Context: an optimization exercise on an open-source flow, tuned for small area. The choices shown serve that exercise and are no tape-out recipe. Where RTL was checked, it was by simulation tests only, not by an equivalence proof against the original. The flow treats the clock pin as an ideal source, which a real chip does not have. Power and IR drop assume default switching activity.

Setup of the reference run:
Design simon_fsm, start of the top module:
module simon_fsm(
	input reset,
	input clk_50M,
	input b0, b1, b2, b3,
	output [6:0] seven_seg,
	output an0,
	output an1,
	output an2,
	output an3,
	output pwm_out,
	output reg led, win, lose
);
reg [13:0] p;
reg [4:0] hi;
wire w = ~|p[12:1];
wire z = w & ~p[0];               
wire wrap = z & ~p[13];           
wire idx1 = w & p[0] & ~p[13];    
wire fb = p[13] ^ p[1] ^ p[2] ^ p[7] ^ z;
always @(posedge clk_50M or posedge reset)
	if (reset) begin
		p <= 14'd0;
		hi <= 5'b11111;
	end else begin
		p <= {p[12:0], fb};
		if (wrap)
			hi <= hi + 5'd1;
	end
wire tick_1Hz = z & p[13] & ~hi[0];
wire [3:0] bp;
debounce_buttons mydebounce_buttons(b0, b1, b2, b3, clk_50M, reset, bp);
localparam R0 = 4'd0, S11 = 4'd1, R11 = 4'd2, S21 = 4'd3, S22 = 4'd4,
           R21 = 4'd5, R22 = 4'd6, S31 = 4'd7, S32 = 4'd8, S33 = 4'd9,
           R31 = 4'd10, R32 = 4'd11, R33 = 4'd12, W = 4'd13, L = 4'd15;
reg [3:0] state;
reg show, rd;
reg [1:0] d;      
wire correct, none;
always @(*) begin
	show = 0; rd = 0; d = 2'd0; win = 0; lose = 0;
	case (state)
  ...
Size: ~21 I/O pins, about 3000 um2 of cells after synthesis.
==> module debouncer, before the edit <==
module debouncer(
    input raw,
    input clk,
    input reset,
    output reg clean
    );
	reg [11:0] q;
	reg f;
	wire [11:0] p = q ^ 12'haaa;
	wire differ = raw ^ clean;
	wire z = ~|p[10:0];
	wire last = p[11] & z;
	wire y = p[1] ^ p[2] ^ p[8];
	wire fb = p[11] ^ (y | z);    
	always @(posedge clk or posedge reset)
		if (reset) begin
			q <= 12'haaa;
			f <= 1'b0;
			clean <= 1'b0;
		end else begin
			q <= (differ ? {p[10:0], fb} : 12'd0) ^ 12'haaa;
			f <= differ & (f ^ last);
			clean <= f ? raw : clean;
		end
endmodule
==> module simon_fsm, before the edit <==
module simon_fsm(
	input reset,
	input clk_50M,
	input b0, b1, b2, b3,
	output [6:0] seven_seg,
	output an0,
	output an1,
	output an2,
	output an3,
	output pwm_out,
	output reg led, win, lose
);
reg [13:0] p;
reg [4:0] hi;
wire w = ~|p[12:1];
wire z = w & ~p[0];               
wire wrap = z & ~p[13];           
wire idx1 = w & p[0] & ~p[13];    
wire fb = p[13] ^ p[1] ^ p[2] ^ p[7] ^ z;
always @(posedge clk_50M or posedge reset)
	if (reset) begin
		p <= 14'd0;
		hi <= 5'b11111;
	end else begin
		p <= {p[12:0], fb};
		if (wrap)
			hi <= hi + 5'd1;
	end
wire tick_1Hz = z & p[13] & ~hi[0];
wire [3:0] bp;
debounce_buttons mydebounce_buttons(b0, b1, b2, b3, clk_50M, reset, bp);
localparam R0 = 4'd0, S11 = 4'd1, R11 = 4'd2, S21 = 4'd3, S22 = 4'd4,
           R21 = 4'd5, R22 = 4'd6, S31 = 4'd7, S32 = 4'd8, S33 = 4'd9,
           R31 = 4'd10, R32 = 4'd11, R33 = 4'd12, W = 4'd13, L = 4'd15;
reg [3:0] state;
reg show, rd;
reg [1:0] d;      
wire correct, none;
always @(*) begin
	show = 0; rd = 0; d = 2'd0; win = 0; lose = 0;
	case (state)
		S11, S21, S31: show = 1;
		S22, S32: begin show = 1; d = 2'd1; end
		S33: begin show = 1; d = 2'd2; end
		R11, R21, R31: rd = 1;
		R22, R32: begin rd = 1; d = 2'd1; end
		R33: begin rd = 1; d = 2'd2; end
		W: win = 1;
		L: lose = 1;
		default: ;
	endcase
	led = rd;
end
validate_btns my_validate_btns(d, bp, correct, none);
always @(posedge clk_50M or posedge reset)
	if (reset)
		state <= R0;
	else if (tick_1Hz) begin
		if (rd) begin
			if (correct)
				state <= state + 4'd1;
			else if (!none)
				state <= L;
		end else if (!win && !lose)
			state <= state + 4'd1;
	end
sound my_sound(clk_50M, reset, hi[2], rd & correct, pwm_out);
wire sel_b = idx1 & ~|hi[2:0];
wire [1:0] sel = hi[4:3] - {1'b0, sel_b};
display4digit myDisplay(win, lose, show, d, hi[4:3], sel,
	an3, an2, an1, an0, seven_seg);
endmodule
clock: 10.0 ns
lec_check: 0
cap_margin: 0
core_margin: 2
core_utilization: 40
place_density: 0.6
slew_margin: 0
standard.sh (not shown) runs the stock make flow with config.mk's settings and CLKGATE_MAP_FILE= SYNTH_SCRIPT=/design/flow/synth_recipe.tcl, a recipe that flattens the netlist after the stock synthesis.
==> flow/flow/run.sh <==
#!/bin/bash
# Own layout flow: the standard ORFS flow, with three changes:
#  1. after the standard synthesis, the combinational logic between the
#     (unchanged) registers is re-mapped by Yosys/ABC with an area-oriented
#     script (flow/reopt.sh); registers keep their cells and names;
#  2. ports are buffered with minimum-size buffers;
#  3. the clock tree is built from clkbuf_4 cells without dummy loads, and
#     leaf buffers with 12 or more flip-flops are then upsized
#     (flow/post_cts.tcl).
# Each tool's output goes to a log file of its own in this folder.
set -euo pipefail
export BUFFER_PORTS_ARGS="-buffer_cell sky130_fd_sc_hd__buf_1"
export CTS_ARGS="-sink_clustering_enable -repair_clock_nets -dont_use_dummy_load -sink_clustering_size 8 -sink_clustering_max_diameter 30 -buf_list sky130_fd_sc_hd__clkbuf_4"
export POST_CTS_TCL=$PWD/flow/post_cts.tcl
R=$PWD/orfs/results/$FLOW_PLATFORM/simon_fsm/base
bash standard.sh $R/1_2_yosys.v > synth.log 2>&1
cp $R/1_2_yosys.v std_synth.v
bash flow/reopt.sh std_synth.v reopt.v > reopt.log 2>&1
cp reopt.v $R/1_2_yosys.v
bash standard.sh > standard.log 2>&1
Other scripts of this flow, unchanged in this note and not shown: flow/flow/post_cts.tcl, flow/flow/reopt.sh
For the trial run, these inputs were changed with respect to the reference run:
--- a/flow/design.v
+++ b/flow/design.v
@@ -8,11 +8,11 @@
 	reg f;
 	wire [11:0] p = q ^ 12'haaa;
 	wire differ = raw ^ clean;
 	wire z = ~|p[10:0];
 	wire last = p[11] & z;
-	wire y = p[1] ^ p[2] ^ p[8];
+	wire y = p[0] ^ p[1] ^ p[7];
 	wire fb = p[11] ^ (y | z);    
 	always @(posedge clk or posedge reset)
 		if (reset) begin
 			q <= 12'haaa;
 			f <= 1'b0;
@@ -88,11 +88,11 @@
 reg [4:0] hi;
 wire w = ~|p[12:1];
 wire z = w & ~p[0];               
 wire wrap = z & ~p[13];           
 wire idx1 = w & p[0] & ~p[13];    
-wire fb = p[13] ^ p[1] ^ p[2] ^ p[7] ^ z;
+wire fb = p[13] ^ p[0] ^ p[2] ^ p[4] ^ z;
 always @(posedge clk_50M or posedge reset)
 	if (reset) begin
 		p <= 14'd0;
 		hi <= 5'b11111;
 	end else begin
==> results.txt <==
For utilization after layout, the reference run and the trial run come out practically identical. On clock skew, the lower figure sits with the reference run, not the trial run. Proportion of cell area occupied by multi-input gates in the trial run is 0.42 points higher than in the reference run. Compared the trial run against the reference run; growth of design area from synthesis to finish within noise. Against the reference run as the reference, the trial run delivers a lower shortest period the worst path allows. Going from the reference run to the trial run, power share of the clock group rose 2.3 points; count of sequential standard cells barely changed; area after synthesis now sits at about the same level. Compared with the reference run, in the trial run power dropped 8.4%; wire length climbed 58 um; sum of met3 wire segment lengths after detailed routing dropped 10%. The trial run completed every stage of the flow, and the final layout passed the timing, DRC and antenna checks.

========
== quartz ==
Another version of the RTL of simon_fsm (not shown whole).
Size in the first run: about 310 cells after synthesis, ~3200 µm² of cells after synthesis.
==> module simon_fsm, before the edit <==
module simon_fsm(
	input reset,
	input clk_50M,
	input b0, b1, b2, b3,
	output [6:0] seven_seg,
	output an0,
	output an1,
	output an2,
	output an3,
	output pwm_out,
	output reg led, win, lose
);
reg [13:0] p;
reg [4:0] hi;
wire z = ~|p[12:0];
wire wrap = z & ~p[13];           
wire y = p[0] ^ p[2] ^ p[4];
wire fb = p[13] ^ (y | z);        
wire [4:0] carry = {carry[3:0] & hi[3:0], wrap};
always @(posedge clk_50M or posedge reset)
	if (reset) begin
		p <= 14'd0;
		hi <= 5'b11111;
	end else begin
		p <= {p[12:0], fb};
		hi <= hi ^ carry;
	end
wire tick_1Hz = z & p[13] & ~hi[0];
wire [3:0] bp;
debounce_buttons mydebounce_buttons(b0, b1, b2, b3, clk_50M, reset, bp);
reg [3:0] state;
reg [3:0] adv;
reg show, rd;
reg [1:0] d;      
wire correct, none;
always @(*) begin
	show = 0; rd = 0; d = 2'd0; win = 0; lose = 0; adv = 4'd0;
	case (state)
		4'd8: begin adv = 4'd11; end
		4'd11: begin show = 1; adv = 4'd2; end
		4'd2: begin rd = 1; adv = 4'd12; end
		4'd12: begin show = 1; adv = 4'd14; end
		4'd14: begin show = 1; d = 2'd1; adv = 4'd6; end
		4'd6: begin rd = 1; adv = 4'd7; end
		4'd7: begin rd = 1; d = 2'd1; adv = 4'd4; end
		4'd4: begin show = 1; adv = 4'd10; end
		4'd10: begin show = 1; d = 2'd1; adv = 4'd9; end
		4'd9: begin show = 1; d = 2'd2; adv = 4'd1; end
		4'd1: begin rd = 1; adv = 4'd3; end
		4'd3: begin rd = 1; d = 2'd1; adv = 4'd0; end
		4'd0: begin rd = 1; d = 2'd2; adv = 4'd15; end
		4'd15: begin win = 1; adv = 4'd15; end
		4'd13: begin lose = 1; adv = 4'd13; end
		default: begin lose = 1; adv = 4'd13; end
	endcase
	led = rd;
end
validate_btns my_validate_btns(d, bp, correct, none);
always @(posedge clk_50M or posedge reset)
	if (reset)
		state <= 4'd8;
	else if (tick_1Hz) begin
		if (!rd || correct)
			state <= adv;
		else if (!none)
			state <= 4'd13;
	end
sound my_sound(clk_50M, reset, hi[2], rd & correct, pwm_out);
display4digit myDisplay(win, lose, show, d, hi[4:3], clk_50M,
	an3, an2, an1, an0, seven_seg);
endmodule
Settings: LEC_CHECK=0, CAP_MARGIN=0, CORE_MARGIN=2, CORE_UTILIZATION=40, PLACE_DENSITY=0.6, SLEW_MARGIN=0; clock period 10.0 ns.
==> flow/flow/run.sh <==
#!/bin/bash
# Own layout flow: the standard ORFS flow, with three changes:
#  1. after the standard synthesis, the combinational logic between the
#     (unchanged) registers is re-mapped by Yosys/ABC with an area-oriented
#     script (flow/reopt.sh); registers keep their cells and names;
#  2. ports are buffered with minimum-size buffers;
#  3. the clock tree is built without dummy loads.
# Each tool's output goes to a log file of its own in this folder.
set -euo pipefail
export BUFFER_PORTS_ARGS="-buffer_cell sky130_fd_sc_hd__buf_1"
export CTS_ARGS="-sink_clustering_enable -repair_clock_nets -dont_use_dummy_load -sink_clustering_size 8 -sink_clustering_max_diameter 30 -buf_list sky130_fd_sc_hd__clkbuf_4"
R=$PWD/orfs/results/$FLOW_PLATFORM/simon_fsm/base
bash standard.sh $R/1_2_yosys.v > synth.log 2>&1
cp $R/1_2_yosys.v std_synth.v
bash flow/reopt.sh std_synth.v reopt.v > reopt.log 2>&1
cp reopt.v $R/1_2_yosys.v
bash standard.sh > standard.log 2>&1
==> flow/flow/reopt.sh <==
#!/bin/bash
# reopt.sh IN.v OUT.v: re-map the combinational cells of a mapped netlist
# for area.  Flip-flops (and tie cells) are kept as they are, with their
# instance names and the names of the nets on their outputs.
set -euo pipefail
LIB=$FLOW_HOME/platforms/sky130hd/lib/sky130_fd_sc_hd__tt_025C_1v80.lib
DU=""
for c in $(sed -n '/DONT_USE_CELLS +=/,/^#/p' $FLOW_HOME/platforms/sky130hd/config.mk | grep -o "sky130_fd_sc_hd__[a-z0-9_]*"); do
  DU="$DU -dont_use $c"
done
cat > reopt.ys <<EOY
read_liberty -ignore_miss_func $LIB
blackbox sky130_fd_sc_hd__df* sky130_fd_sc_hd__conb_1
read_verilog $1
hierarchy -top $FLOW_TOP
flatten
rename -hide w:_*
opt -purge
abc -script +strash;&get,-n;&deepsyn,-T,30;&put;dch;amap;topo -liberty $LIB $DU
opt_clean -purge
hilomap -singleton -hicell sky130_fd_sc_hd__conb_1 HI -locell sky130_fd_sc_hd__conb_1 LO
splitnets
opt_clean -purge
tee -o reopt_stat.txt stat -liberty $LIB
write_verilog -noattr -nohex -nodec $2
EOY
yosys reopt.ys
--- input diff quartz..willow ---
==> flow/design.v, changed modules only <==
module simon_fsm(
	input reset,
	input clk_50M,
	input b0, b1, b2, b3,
	output [6:0] seven_seg,
	output an0,
	output an1,
	output an2,
	output an3,
	output pwm_out,
	output reg led, win, lose
);
reg [13:0] p;
reg [4:0] hi;
wire z = ~|p[12:0];
wire wrap = z & ~p[13];           
wire fb = p[13] ^ p[0] ^ p[2] ^ p[4] ^ z;
always @(posedge clk_50M or posedge reset)
	if (reset) begin
		p <= 14'd0;
		hi <= 5'b11111;
	end else begin
		p <= {p[12:0], fb};
		if (wrap)
			hi <= hi + 5'd1;
	end
wire tick_1Hz = z & p[13] & ~hi[0];
wire [3:0] bp;
debounce_buttons mydebounce_buttons(b0, b1, b2, b3, clk_50M, reset, bp);
localparam R0 = 4'd0, S11 = 4'd1, R11 = 4'd2, S21 = 4'd3, S22 = 4'd4,
           R21 = 4'd5, R22 = 4'd6, S31 = 4'd7, S32 = 4'd8, S33 = 4'd9,
           R31 = 4'd10, R32 = 4'd11, R33 = 4'd12, W = 4'd13, L = 4'd15;
reg [3:0] state;
reg show, rd;
reg [1:0] d;      
wire correct, none;
always @(*) begin
	show = 0; rd = 0; d = 2'd0; win = 0; lose = 0;
	case (state)
		S11, S21, S31: show = 1;
		S22, S32: begin show = 1; d = 2'd1; end
		S33: begin show = 1; d = 2'd2; end
		R11, R21, R31: rd = 1;
		R22, R32: begin rd = 1; d = 2'd1; end
		R33: begin rd = 1; d = 2'd2; end
		W: win = 1;
		L: lose = 1;
		default: ;
	endcase
	led = rd;
end
validate_btns my_validate_btns(d, bp, correct, none);
always @(posedge clk_50M or posedge reset)
	if (reset)
		state <= R0;
	else if (tick_1Hz) begin
		if (rd) begin
			if (correct)
				state <= state + 4'd1;
			else if (!none)
				state <= L;
		end else if (!win && !lose)
			state <= state + 4'd1;
	end
sound my_sound(clk_50M, reset, hi[2], rd & correct, pwm_out);
display4digit myDisplay(win, lose, show, d, hi[4:3], clk_50M,
	an3, an2, an1, an0, seven_seg);
endmodule
Notes after the runs:
Every stage of the flow completed for willow, and the final layout passed the timing, DRC and antenna checks.
Compared with quartz, in willow non-clock inverter count in the final layout has decreased, sequential share of layout area has increased, part of the power in the clock network has increased, multi-input combinational cell count has decreased.
Area of combinational cells with multiple inputs went down by a few percent going from quartz to willow.
Compared to quartz, the routing of willow uses less wire.
Global-route usage across quartz and willow: no real change.
Going from quartz to willow, power after layout down about 8%; area after synthesis down 110 µm²; post-route clock period utilization up 1.6 points; share of power burned in combinational logic down 3.5 points.
quartz leaves more setup margin than willow.
The RTL of quartz was laid out without a check of its function.

afterwards: timing with drivers on the ports:
The flow's constraints put no driver on any port. The routed layouts listed below were extracted and timed again, unchanged, in two steps.
Step 1: set_driving_cell puts a clkbuf_16 on clk_50M and a buf_2 on each other input, an assumption about the parent block.
Step 2 moves the port delays by t, midway between the first and last clock arrival at a register: inputs arrive t later, outputs are due t later. That takes back most of the time a late clock gives input paths.
Slacks: ideal / step 1 / step 2; pairs: ideal / step 1.
run | t (ns) | slack for setup (ns) | worst setup path at the end
the reference run | 0.428 | 5.471 / 5.444 / 5.872 | register to output
the trial run | 0.430 | 5.714 / 5.687 / 6.118 | register to output
quartz | 0.410 | 5.862 / 5.834 / 6.244 | register to output
willow | 0.412 | 5.705 / 5.680 / 6.092 | register to output
After both steps setup and hold are still met in every run listed.
